What follows belongs to an exercise in optimizing a design on an open flow for small area; a production flow would make more cautious choices.
Function was checked by simulation only, so behaviour that the tests miss may differ from the original.
The flow treats the clock pin as an ideal source. Dropping or thinning the clock tree relies on that and would not hold on a real chip.
Power figures rest on the tool's default switching activity, not on a simulated workload.

==> run B <==
Design pwm_microcontroller, start of the top module:
module pwm_microcontroller(
    input  clk,
    input  rst,
    input  RX,
    output TX,
    output pwm0,
    output pwm1
);
==> module pwm_microcontroller, before the edit <==
module pwm_microcontroller(
    input  clk,
    input  rst,
    input  RX,
    output TX,
    output pwm0,
    output pwm1
);
    reg s1n, s2n;
    always @(posedge clk) begin
        s1n <= ~(rst | RX);
        s2n <= ~rst & s1n;
    end
    wire s2 = ~s2n;
    reg  [1:0] st;
    reg  [6:0] bd;
    reg  [8:0] sr;
    wire idle     = (st == 2'b00) | (st == 2'b10);
    wire start    = (st == 2'b01);
    wire act      = (st == 2'b11);
    wire rx_valid = (st == 2'b10);
    wire term     = ~bd[0] & bd[1] & ~bd[2] & ~bd[3] & ~bd[6];    
    wire stopb    = sr[0];
    always @(posedge clk) begin
        bd <= idle ? 7'b1010101 : (term ? 7'b1000101 : {bd[5:0], (bd[3] ^ bd[6])});
        if (start | (act & term & ~stopb))
            sr <= {act ? s2 : term, sr[8:1]};
        if (rst)
            st <= 2'b00;
        else if (idle)
            st <= s2 ? 2'b00 : 2'b01;
        else if (term) begin
            if (start) st <= s2 ? 2'b00 : 2'b11;
            else if (stopb) st <= s2 ? 2'b10 : 2'b00;
        end
    end
    wire [7:0] rd = sr[8:1];
    reg       waiting, which;
    reg [7:0] dn0, dn1;       
    wire is_ff  = &rd;
    wire is_cmd = (rd[7:2] == 6'd0) & (rd[1] ^ rd[0]);
    wire ack    = rx_valid & (waiting | is_ff);
    wire ld0    = rst | (rx_valid & (waiting ? ~which : is_ff));
    wire ld1    = rst | (rx_valid & (waiting ?  which : is_ff));
    wire [7:0] dnval = ~(rd & {8{waiting & ~rst}});
    always @(posedge clk) begin
        if (rst)
            which <= 1'b0;
        else if (rx_valid)
            which <= ~waiting & rd[1];
        if (ld0) dn0 <= dnval;
        if (ld1) dn1 <= dnval;
        if (rst)
            waiting <= 1'b0;
        else if (rx_valid)
            waiting <= ~waiting & is_cmd;
    end
    reg [3:0] c;
    reg [6:0] tb;
    assign TX = which ? ((~c[0] & ~c[1]) | (~c[0] & ~c[3]) | (c[0] & c[1] & c[3]) | (~c[1] & ~c[2] & ~c[3])) : (c[0] | (~c[1] & ~c[2] & ~c[3]));
    wire tidle = ~c[0] & ~c[1] & ~c[2] & ~c[3];
    wire last  = c[0] & ~c[1] & ~c[2] & ~c[3];
    wire tterm = tb[0] & tb[1] & tb[3] & tb[4] & tb[6];    
    wire emit  = ~tidle & tterm;
    wire go    = ack & (tidle | (last & tterm));
    always @(posedge clk) begin
        if (rst)
            c <= 4'd0;
        else if (go)
            c <= 4'd11;
        else if (emit)
            c <= c - 4'd1;
        tb <= go ? 7'b1101101 : (tterm ? 7'b1000101 : {tb[5:0], ~(tb[3] ^ tb[6])});
    end
    reg [7:0] k;
    reg [5:0] r;
    wire rterm = ~r[0] & ~r[1] & ~r[3] & ~r[5];    
    always @(posedge clk) begin
        if (rst) begin
            k <= 8'd0;
            r <= 6'b011111;
        end else if (rterm) begin
            k <= k + 8'd1;
            r <= (&k[2:0]) ? 6'b011111 : 6'b001111;
        end else begin
            r <= {r[4:0], (r[0] ^ r[5])};
        end
    end
    function le8(input [7:0] dn, input [7:0] q);
        integer i;
        begin
            le8 = 1'b1;
            for (i = 0; i < 8; i = i + 1)
                le8 = (q[i] & dn[i]) | ((q[i] | dn[i]) & le8);
        end
    endfunction
    assign pwm0 = le8(dn0, k);
    assign pwm1 = le8(dn1, k);
endmodule
Settings: LEC_CHECK=0, CAP_MARGIN=20, CORE_MARGIN=2, CORE_UTILIZATION=70, GPL_TIMING_DRIVEN=0, PLACE_DENSITY=0.8, SLEW_MARGIN=20; clock period 10.0 ns.
standard.sh (not shown) runs the stock make flow with config.mk's settings and CLKGATE_MAP_FILE= SYNTH_SCRIPT=/design/flow/synth_recipe.tcl, a recipe that flattens the netlist after the stock synthesis.
==> flow/flow/run.sh <==
#!/bin/bash
# Own layout flow: the standard synthesis, then the combinational logic
# re-mapped by ABC for area (registers untouched; several ABC scripts are run
# and the smallest netlist is kept), then the standard ORFS layout with small
# port buffers and a one-level clock tree of four buffers (cts_hook.tcl).
set -euo pipefail
here=$(pwd)
R=$here/orfs/results/$FLOW_PLATFORM/pwm_microcontroller/base
YOSYS=${YOSYS_EXE:-$FLOW_HOME/../tools/install/yosys/bin/yosys}
LIB=$FLOW_HOME/platforms/$FLOW_PLATFORM/lib/sky130_fd_sc_hd__tt_025C_1v80.lib

export BUFFER_PORTS_ARGS="-buffer_cell sky130_fd_sc_hd__buf_1"
export PRE_CTS_TCL=$here/flow/cts_hook.tcl
export MY_CTS_GROUPS=4
export MY_CTS_BUF=sky130_fd_sc_hd__buf_6

bash standard.sh synth > $here/standard_synth.log 2>&1
cp $R/1_2_yosys.v $here/1_2_yosys_standard.v

# re-map with each ABC script, four at a time
mkdir -p $here/reabc
for s in $here/flow/abc/*.abc; do
  n=$(basename $s .abc)
  LIB=$LIB NETLIST_IN=$here/1_2_yosys_standard.v NETLIST_OUT=$here/reabc/$n.v \
  ABC_DIR=$here/flow/abc ABC_GLOB=$n.abc STAT_DIR=$here/reabc FLOW_TOP=$FLOW_TOP \
    timeout 900 $YOSYS -c $here/flow/reabc.tcl > $here/reabc/$n.log 2>&1 &
  while [ $(jobs -rp | wc -l) -ge 4 ]; do sleep 1; done
done
wait
best=""; best_area=""
for s in $here/flow/abc/*.abc; do
  n=$(basename $s .abc)
  a=$(grep "best ABC script" $here/reabc/$n.log | sed 's/.*(\(.*\))/\1/' || true)
  [ -n "$a" ] && [ -f $here/reabc/$n.v ] || continue
  echo "$n $a" >> $here/reabc/areas.txt
  if [ -z "$best" ] || awk "BEGIN{exit !($a < $best_area)}"; then best=$n; best_area=$a; fi
done
echo "best: $best $best_area" >> $here/reabc/areas.txt
cp $here/reabc/$best.v $R/1_2_yosys.v
rm -f $R/1_synth.odb $R/1_synth.sdc

bash standard.sh finish > $here/standard_finish.log 2>&1
==> flow/flow/abc/da1.abc <==
strash
&get -n
&deepsyn -T 30 -S 1
&put
strash
&get -n
&dch -f
&nf -a -p -R 1000
&put
topo
==> flow/flow/abc/da2.abc <==
strash
&get -n
&deepsyn -T 30 -S 2
&put
strash
&get -n
&dch -f
&nf -a -p -R 1000
&put
topo
==> flow/flow/abc/da3.abc <==
strash
&get -n
&deepsyn -T 30 -S 3
&put
strash
&get -n
&dch -f
&nf -a -p -R 1000
&put
topo
==> flow/flow/abc/dp1.abc <==
strash
&get -n
&deepsyn -T 30 -S 1
&put
strash
&get -n
&dch -f
&nf -p -R 1000
&put
topo
==> flow/flow/abc/dp2.abc <==
strash
&get -n
&deepsyn -T 30 -S 2
&put
strash
&get -n
&dch -f
&nf -p -R 1000
&put
topo
==> flow/flow/abc/dp3.abc <==
strash
&get -n
&deepsyn -T 30 -S 3
&put
strash
&get -n
&dch -f
&nf -p -R 1000
&put
topo
==> flow/flow/abc/dp4.abc <==
strash
&get -n
&deepsyn -T 30 -S 4
&put
strash
&get -n
&dch -f
&nf -p -R 1000
&put
topo
==> flow/flow/abc/dp5.abc <==
strash
&get -n
&deepsyn -T 30 -S 5
&put
strash
&get -n
&dch -f
&nf -p -R 1000
&put
topo
==> flow/flow/abc/dp6.abc <==
strash
&get -n
&deepsyn -T 30 -S 6
&put
strash
&get -n
&dch -f
&nf -p -R 1000
&put
topo
==> flow/flow/abc/f1.abc <==
strash
balance
rewrite
refactor
balance
rewrite
rewrite -z
balance
refactor -z
rewrite -z
balance
&get -n
&st
&dch -f
&nf -p -R 1000
&put
topo
==> flow/flow/abc/f2.abc <==
strash
&get -n
&st
&synch2
&dch -f
&nf -a -p -R 1000
&put
topo
==> flow/flow/cts_hook.tcl <==
# PRE_CTS hook: build the clock tree here, with the clock port driving a few
# buffers placed at the centres of balanced clusters of register clock pins,
# and turn the TritonCTS call that follows into a no-op. The rest of the
# ORFS CTS step (legalisation, timing repair) runs as usual.
source [file join [file dirname [info script]] cts_tree.tcl]
my_cts $::env(MY_CTS_GROUPS) $::env(MY_CTS_BUF)
rename clock_tree_synthesis orfs_clock_tree_synthesis
proc clock_tree_synthesis {args} {
  puts "clock tree built by the flow's PRE_CTS hook; TritonCTS not run"
}
==> flow/flow/reabc.tcl <==
# Re-map the combinational logic of the standard synthesis netlist for area.
# Sequential and tie cells stay as they are, with their instance names.
# Several ABC scripts are tried; the smallest result is kept.
yosys -import
set lib $::env(LIB)
set top $::env(FLOW_TOP)
read_liberty -ignore_miss_func -ignore_miss_dir -setattr liberty_cell $lib
read_verilog $::env(NETLIST_IN)
hierarchy -top $top
setattr -mod -set keep_hierarchy 1 sky130_fd_sc_hd__*df* sky130_fd_sc_hd__conb_1
flatten
opt_clean -purge
design -save base
set dont_use {}
foreach c {sky130_fd_sc_hd__probe_p_8 sky130_fd_sc_hd__probec_p_8 sky130_fd_sc_hd__lpflow_*} {
  lappend dont_use -dont_use $c
}
set best_area 1e18
set best_script ""
foreach s [lsort [glob $::env(ABC_DIR)/$::env(ABC_GLOB)]] {
  design -load base
  abc -liberty $lib -script $s {*}$dont_use $top
  opt_clean -purge
  set f $::env(STAT_DIR)/[file tail [file rootname $s]].stat
  tee -q -o $f stat -liberty $lib $top
  set fh [open $f]; set txt [read $fh]; close $fh
  if {[regexp {Chip area for module[^:]*:\s*([0-9.]+)} $txt -> area]} {
    puts "ABC script [file tail $s]: area $area"
    if {$area < $best_area} {
      set best_area $area
      set best_script $s
      design -save best
    }
  }
}
puts "best ABC script: [file tail $best_script] ($best_area)"
design -load best
read_liberty -lib -overwrite -ignore_miss_dir -setattr liberty_cell $lib
hierarchy -top $top
splitnets
opt_clean -purge
hilomap -singleton -hicell sky130_fd_sc_hd__conb_1 HI -locell sky130_fd_sc_hd__conb_1 LO
insbuf -buf sky130_fd_sc_hd__buf_4 A X
check -assert -mapped
stat -liberty $lib
write_verilog -noattr -nohex -nodec $::env(NETLIST_OUT)
Other scripts of this flow, unchanged in this note and not shown: flow/flow/cts_tree.tcl
==> inputs of run R, as changes to run B <==
--- a/flow/design.v
+++ b/flow/design.v
@@ -17,6 +17,6 @@
     reg  [8:0] sr;
-    wire idle     = (st == 2'b00) | (st == 2'b10);
-    wire start    = (st == 2'b01);
-    wire act      = (st == 2'b11);
-    wire rx_valid = (st == 2'b10);
+    wire idle     = (st == 2'b01) | (st == 2'b11);
+    wire start    = (st == 2'b00);
+    wire act      = (st == 2'b10);
+    wire rx_valid = (st == 2'b11);
     wire term     = ~bd[0] & bd[1] & ~bd[2] & ~bd[3] & ~bd[6];    
@@ -28,8 +28,8 @@
         if (rst)
-            st <= 2'b00;
+            st <= 2'b01;
         else if (idle)
-            st <= s2 ? 2'b00 : 2'b01;
+            st <= s2 ? 2'b01 : 2'b00;
         else if (term) begin
-            if (start) st <= s2 ? 2'b00 : 2'b11;
-            else if (stopb) st <= s2 ? 2'b10 : 2'b00;
+            if (start) st <= s2 ? 2'b01 : 2'b10;
+            else if (stopb) st <= s2 ? 2'b11 : 2'b01;
         end
@@ -59,13 +59,12 @@
     reg [6:0] tb;
-    assign TX = which ? ((~c[0] & ~c[1]) | (~c[0] & ~c[3]) | (c[0] & c[1] & c[3]) | (~c[1] & ~c[2] & ~c[3])) : (c[0] | (~c[1] & ~c[2] & ~c[3]));
-    wire tidle = ~c[0] & ~c[1] & ~c[2] & ~c[3];
-    wire last  = c[0] & ~c[1] & ~c[2] & ~c[3];
+    assign TX = which ? ((~c[0] & ~c[1]) | (~c[0] & ~c[2]) | (~c[0] & ~c[3]) | (c[0] & c[1] & c[2] & c[3]) | (~c[1] & ~c[3])) : (c[0] | (~c[1] & ~c[3]));
+    wire tidle = ~c[0] & ~c[1] & ~c[3];
     wire tterm = tb[0] & tb[1] & tb[3] & tb[4] & tb[6];    
     wire emit  = ~tidle & tterm;
-    wire go    = ack & (tidle | (last & tterm));
+    wire go    = ack & (~c[0] | tterm);
     always @(posedge clk) begin
         if (rst)
-            c <= 4'd0;
+            c <= 4'd4;
         else if (go)
-            c <= 4'd11;
+            c <= 4'd15;
         else if (emit)
==> flow/flow/run.sh (replaced) <==
#!/bin/bash
# Own layout flow: the standard synthesis, then the combinational logic
# re-mapped by ABC for area (registers untouched): several ABC scripts are run
# on the netlist and the smallest result is kept, for a few rounds, each round
# starting from the previous round's best. Then the standard ORFS layout with
# small port buffers and a one-level clock tree of two buffers (cts_hook.tcl).
set -euo pipefail
here=$(pwd)
R=$here/orfs/results/$FLOW_PLATFORM/pwm_microcontroller/base
YOSYS=${YOSYS_EXE:-$FLOW_HOME/../tools/install/yosys/bin/yosys}
LIB=$FLOW_HOME/platforms/$FLOW_PLATFORM/lib/sky130_fd_sc_hd__tt_025C_1v80.lib
ROUNDS=3

export BUFFER_PORTS_ARGS="-buffer_cell sky130_fd_sc_hd__buf_1"
export PRE_CTS_TCL=$here/flow/cts_hook.tcl
export MY_CTS_GROUPS=2
export MY_CTS_BUF=sky130_fd_sc_hd__buf_12

bash standard.sh synth > $here/standard_synth.log 2>&1
cp $R/1_2_yosys.v $here/1_2_yosys_standard.v

# one round: re-map $1 with each ABC script, four at a time, into reabc/$2;
# prints the best netlist and its area
reabc_round() {
  local in=$1 d=$here/reabc/$2
  mkdir -p $d
  for s in $here/flow/abc/*.abc; do
    local n=$(basename $s .abc)
    LIB=$LIB NETLIST_IN=$in NETLIST_OUT=$d/$n.v \
    ABC_DIR=$here/flow/abc ABC_GLOB=$n.abc STAT_DIR=$d FLOW_TOP=$FLOW_TOP \
      timeout 900 $YOSYS -c $here/flow/reabc.tcl > $d/$n.log 2>&1 &
    while [ $(jobs -rp | wc -l) -ge 4 ]; do sleep 1; done
  done
  wait
  local best="" best_area=""
  for s in $here/flow/abc/*.abc; do
    local n=$(basename $s .abc) a
    a=$(grep "best ABC script" $d/$n.log | sed 's/.*(\(.*\))/\1/' || true)
    [ -n "$a" ] && [ -f $d/$n.v ] || continue
    echo "$n $a" >> $d/areas.txt
    if [ -z "$best" ] || awk "BEGIN{exit !($a < $best_area)}"; then best=$n; best_area=$a; fi
  done
  echo "$d/$best.v $best_area"
}

cur=$here/1_2_yosys_standard.v
cur_area=1e18
for r in $(seq 1 $ROUNDS); do
  read -r nv na < <(reabc_round $cur round$r)
  echo "round $r: $nv $na" >> $here/reabc/summary.txt
  if awk "BEGIN{exit !($na < $cur_area)}"; then cur=$nv; cur_area=$na; fi
done
echo "kept: $cur $cur_area" >> $here/reabc/summary.txt
cp $cur $R/1_2_yosys.v
rm -f $R/1_synth.odb $R/1_synth.sdc

bash standard.sh finish > $here/standard_finish.log 2>&1
==> flow/flow/abc/da1.abc (replaced) <==
strash
&get -n
&deepsyn -T 45 -S 1
&put
strash
&get -n
&dch -f
&nf -a -p -R 1000
&put
topo
==> flow/flow/abc/da2.abc (replaced) <==
strash
&get -n
&deepsyn -T 45 -S 2
&put
strash
&get -n
&dch -f
&nf -a -p -R 1000
&put
topo
==> flow/flow/abc/da3.abc (replaced) <==
strash
&get -n
&deepsyn -T 45 -S 3
&put
strash
&get -n
&dch -f
&nf -a -p -R 1000
&put
topo
==> flow/flow/abc/da4.abc (new file) <==
strash
&get -n
&deepsyn -T 45 -S 4
&put
strash
&get -n
&dch -f
&nf -a -p -R 1000
&put
topo
==> flow/flow/abc/dp1.abc (replaced) <==
strash
&get -n
&deepsyn -T 45 -S 1
&put
strash
&get -n
&dch -f
&nf -p -R 1000
&put
topo
==> flow/flow/abc/dp2.abc (replaced) <==
strash
&get -n
&deepsyn -T 45 -S 2
&put
strash
&get -n
&dch -f
&nf -p -R 1000
&put
topo
==> flow/flow/abc/dp3.abc (replaced) <==
strash
&get -n
&deepsyn -T 45 -S 3
&put
strash
&get -n
&dch -f
&nf -p -R 1000
&put
topo
==> flow/flow/abc/dp4.abc (replaced) <==
strash
&get -n
&deepsyn -T 45 -S 4
&put
strash
&get -n
&dch -f
&nf -p -R 1000
&put
topo
==> flow/flow/abc/dp5.abc (replaced) <==
strash
&get -n
&deepsyn -T 45 -S 5
&put
strash
&get -n
&dch -f
&nf -p -R 1000
&put
topo
==> flow/flow/abc/dp6.abc (replaced) <==
strash
&get -n
&deepsyn -T 45 -S 6
&put
strash
&get -n
&dch -f
&nf -p -R 1000
&put
topo
==> flow/flow/abc/dp7.abc (new file) <==
strash
&get -n
&deepsyn -T 45 -S 7
&put
strash
&get -n
&dch -f
&nf -p -R 1000
&put
topo
==> flow/flow/abc/dp8.abc (new file) <==
strash
&get -n
&deepsyn -T 45 -S 8
&put
strash
&get -n
&dch -f
&nf -p -R 1000
&put
topo
==> inputs of run C, as changes to run B <==
--- a/flow/design.v
+++ b/flow/design.v
@@ -17,10 +17,10 @@
     reg  [8:0] sr;
-    wire idle     = (st == 2'b00) | (st == 2'b10);
-    wire start    = (st == 2'b01);
-    wire act      = (st == 2'b11);
-    wire rx_valid = (st == 2'b10);
-    wire term     = ~bd[0] & bd[1] & ~bd[2] & ~bd[3] & ~bd[6];    
+    wire idle     = ~(st[1] ^ st[0]);
+    wire start    = ~st[1] & st[0];
+    wire act      = st[1] & ~st[0];
+    wire rx_valid = st[1] & st[0];
+    wire term     = bd[0] & bd[1] & bd[2] & bd[5] & bd[6];    
     wire stopb    = sr[0];
     always @(posedge clk) begin
-        bd <= idle ? 7'b1010101 : (term ? 7'b1000101 : {bd[5:0], (bd[3] ^ bd[6])});
+        bd <= idle ? 7'b0000010 : (term ? 7'b0001010 : {bd[5:0], ~(bd[3] ^ bd[6])});
         if (start | (act & term & ~stopb))
@@ -30,6 +30,6 @@
         else if (idle)
-            st <= s2 ? 2'b00 : 2'b01;
+            st <= {1'b0, ~s2};
         else if (term) begin
-            if (start) st <= s2 ? 2'b00 : 2'b11;
-            else if (stopb) st <= s2 ? 2'b10 : 2'b00;
+            if (start) st <= {~s2, 1'b0};
+            else if (stopb) st <= {s2, s2};
         end
@@ -37,3 +37,3 @@
     wire [7:0] rd = sr[8:1];
-    reg       waiting, which;
+    reg       waiting, which, sel;
     reg [7:0] dn0, dn1;       
@@ -46,6 +46,4 @@
     always @(posedge clk) begin
-        if (rst)
-            which <= 1'b0;
-        else if (rx_valid)
-            which <= ~waiting & rd[1];
+        if (rx_valid & ~waiting) which <= rd[1];
+        if (ack) sel <= waiting;    
         if (ld0) dn0 <= dnval;
@@ -59,5 +57,6 @@
     reg [6:0] tb;
-    assign TX = which ? ((~c[0] & ~c[1]) | (~c[0] & ~c[3]) | (c[0] & c[1] & c[3]) | (~c[1] & ~c[2] & ~c[3])) : (c[0] | (~c[1] & ~c[2] & ~c[3]));
-    wire tidle = ~c[0] & ~c[1] & ~c[2] & ~c[3];
-    wire last  = c[0] & ~c[1] & ~c[2] & ~c[3];
+    reg       txr;
+    assign TX = txr;
+    wire tidle = ~c[3] & ~c[2];             
+    wire last  = &c;                        
     wire tterm = tb[0] & tb[1] & tb[3] & tb[4] & tb[6];    
@@ -65,2 +64,3 @@
     wire go    = ack & (tidle | (last & tterm));
+    wire bitv  = (~c[3] & ~c[1]) ? 1'b0 : (c[3] & c[2] & c[1]) ? 1'b1 : (c[0] ^ sel);
     always @(posedge clk) begin
@@ -69,5 +69,9 @@
         else if (go)
-            c <= 4'd11;
+            c <= 4'd5;
         else if (emit)
-            c <= c - 4'd1;
+            c <= c + 4'd1;
+        if (rst)
+            txr <= 1'b1;
+        else if (emit)
+            txr <= bitv;
         tb <= go ? 7'b1101101 : (tterm ? 7'b1000101 : {tb[5:0], ~(tb[3] ^ tb[6])});
@@ -76,3 +80,3 @@
     reg [5:0] r;
-    wire rterm = ~r[0] & ~r[1] & ~r[3] & ~r[5];    
+    wire rterm = ~r[1] & ~r[2] & ~r[3] & ~r[5];    
     always @(posedge clk) begin
@@ -80,6 +84,6 @@
             k <= 8'd0;
-            r <= 6'b011111;
+            r <= 6'b111110;
         end else if (rterm) begin
             k <= k + 8'd1;
-            r <= (&k[2:0]) ? 6'b011111 : 6'b001111;
+            r <= (&k[2:0]) ? 6'b111110 : 6'b111111;
         end else begin
==> flow/flow/abc/n0.abc (new file) <==
strash
&get -n
&deepsyn -T 30 -S 0
&put
strash
&get -n
&dch -f
&nf -a
&put
topo
==> flow/flow/abc/n1.abc (new file) <==
strash
&get -n
&deepsyn -T 30 -S 1
&put
strash
&get -n
&dch -f
&nf -a
&put
topo
==> flow/flow/abc/n2.abc (new file) <==
strash
&get -n
&deepsyn -T 30 -S 2
&put
strash
&get -n
&dch -f
&nf -a
&put
topo
==> flow/flow/abc/n3.abc (new file) <==
strash
&get -n
&deepsyn -T 30 -S 3
&put
strash
&get -n
&dch -f
&nf -a
&put
topo
==> flow/flow/abc/s1.abc (new file) <==
strash
balance
rewrite
refactor
balance
rewrite
rewrite -z
balance
refactor -z
rewrite -z
balance
dch -f
amap
topo
==> flow/flow/abc/s12.abc (new file) <==
strash
balance
rewrite
refactor
balance
rewrite
rewrite -z
balance
refactor -z
rewrite -z
balance
&get -n
&st
&dch -f
&nf -a -p
&put
topo
==> flow/flow/abc/s2.abc (new file) <==
strash
balance
rewrite
refactor
balance
rewrite
rewrite -z
balance
refactor -z
rewrite -z
balance
balance
rewrite
refactor
balance
rewrite
rewrite -z
balance
refactor -z
rewrite -z
balance
dch -f
amap
topo
==> flow/flow/abc/s5.abc (new file) <==
strash
dch -f
amap
topo
==> flow/flow/abc/s7.abc (new file) <==
strash
ifraig
scorr
dc2
dretime
strash
&get -n
&dch -f
&nf -a
&put
topo
==> flow/flow/abc/s8.abc (new file) <==
strash
balance
rewrite
refactor
balance
rewrite
rewrite -z
balance
refactor -z
rewrite -z
balance
dch -f
amap
strash
dch -f
amap
topo
==> flow/flow/abc/s9.abc (new file) <==
strash
balance
rewrite
refactor
balance
rewrite
rewrite -z
balance
refactor -z
rewrite -z
balance
dc2
dch -f
amap
topo
removed: flow/flow/abc/da1.abc
removed: flow/flow/abc/da2.abc
removed: flow/flow/abc/da3.abc
removed: flow/flow/abc/dp1.abc
removed: flow/flow/abc/dp2.abc
removed: flow/flow/abc/dp3.abc
removed: flow/flow/abc/dp4.abc
removed: flow/flow/abc/dp5.abc
removed: flow/flow/abc/dp6.abc
removed: flow/flow/abc/f1.abc
removed: flow/flow/abc/f2.abc
==> metrics.csv <==
stage,metric,value,unit
pwr,pwr-share-seq,71.3,%
drt,vias,1503,
run_status,outcome,no timing/DRC/antenna violations,
grt,grt_pass1_vias,1399,
That was run R.
==> metrics.csv <==
stage,metric,value,unit
run_status,outcome,no timing/DRC/antenna violations,
sta,holdWs,0.416,ns
grt,grt_pass1_vias,1264,
die,chipHeight,61.9,um
worst_setup_path,critPathBufInv,1,
drt,vias,1479,
That was run C.
==> metrics.csv <==
stage,metric,value,unit
worst_setup_path,cp-end-kind,register,
run_status,outcome,no timing/DRC/antenna violations,
run,maxCapViolCount,0,
drt,vias,1466,
pwr,pwr-share-seq,73.1,%
That was run B.
In every run of this note, the design's own scripts or RTL, not TritonCTS, make the clock network.

-- static timing again, ports no longer ideal --
No port has a modelled driver above. Below, the same layouts with a new extraction and two added sets of constraints. Step 1 sets driving cells, clkbuf_16 on the clock port and buf_2 on the other inputs (assumed; they add their load-dependent delay and slew). Step 2 also shifts input and output timing later by t, the mid clock arrival at the registers, as if the neighbouring blocks saw the same clock. Slacks: ideal / step 1 / step 2; pairs: ideal / step 1.
| run | shift t [ns] | slack for setup (ns) | clock arrival spread, ns | worst slew at a driven data input, ns |
|---|---|---|---|---|
| run B | 0.183 | 5.940 / 5.971 / 5.788 | 0.007 / 0.007 | 0.03 |
| run R | 0.193 | 5.929 / 5.949 / 5.756 | 0.005 / 0.005 | 0.03 |
| run C | 0.182 | 5.984 / 6.012 / 5.830 | 0.009 / 0.009 | 0.03 |
After both steps setup and hold are still met in every run listed. For run R, which loses most, drivers alone change the setup slack by +0.020 ns; drivers and shift together by -0.173 ns.
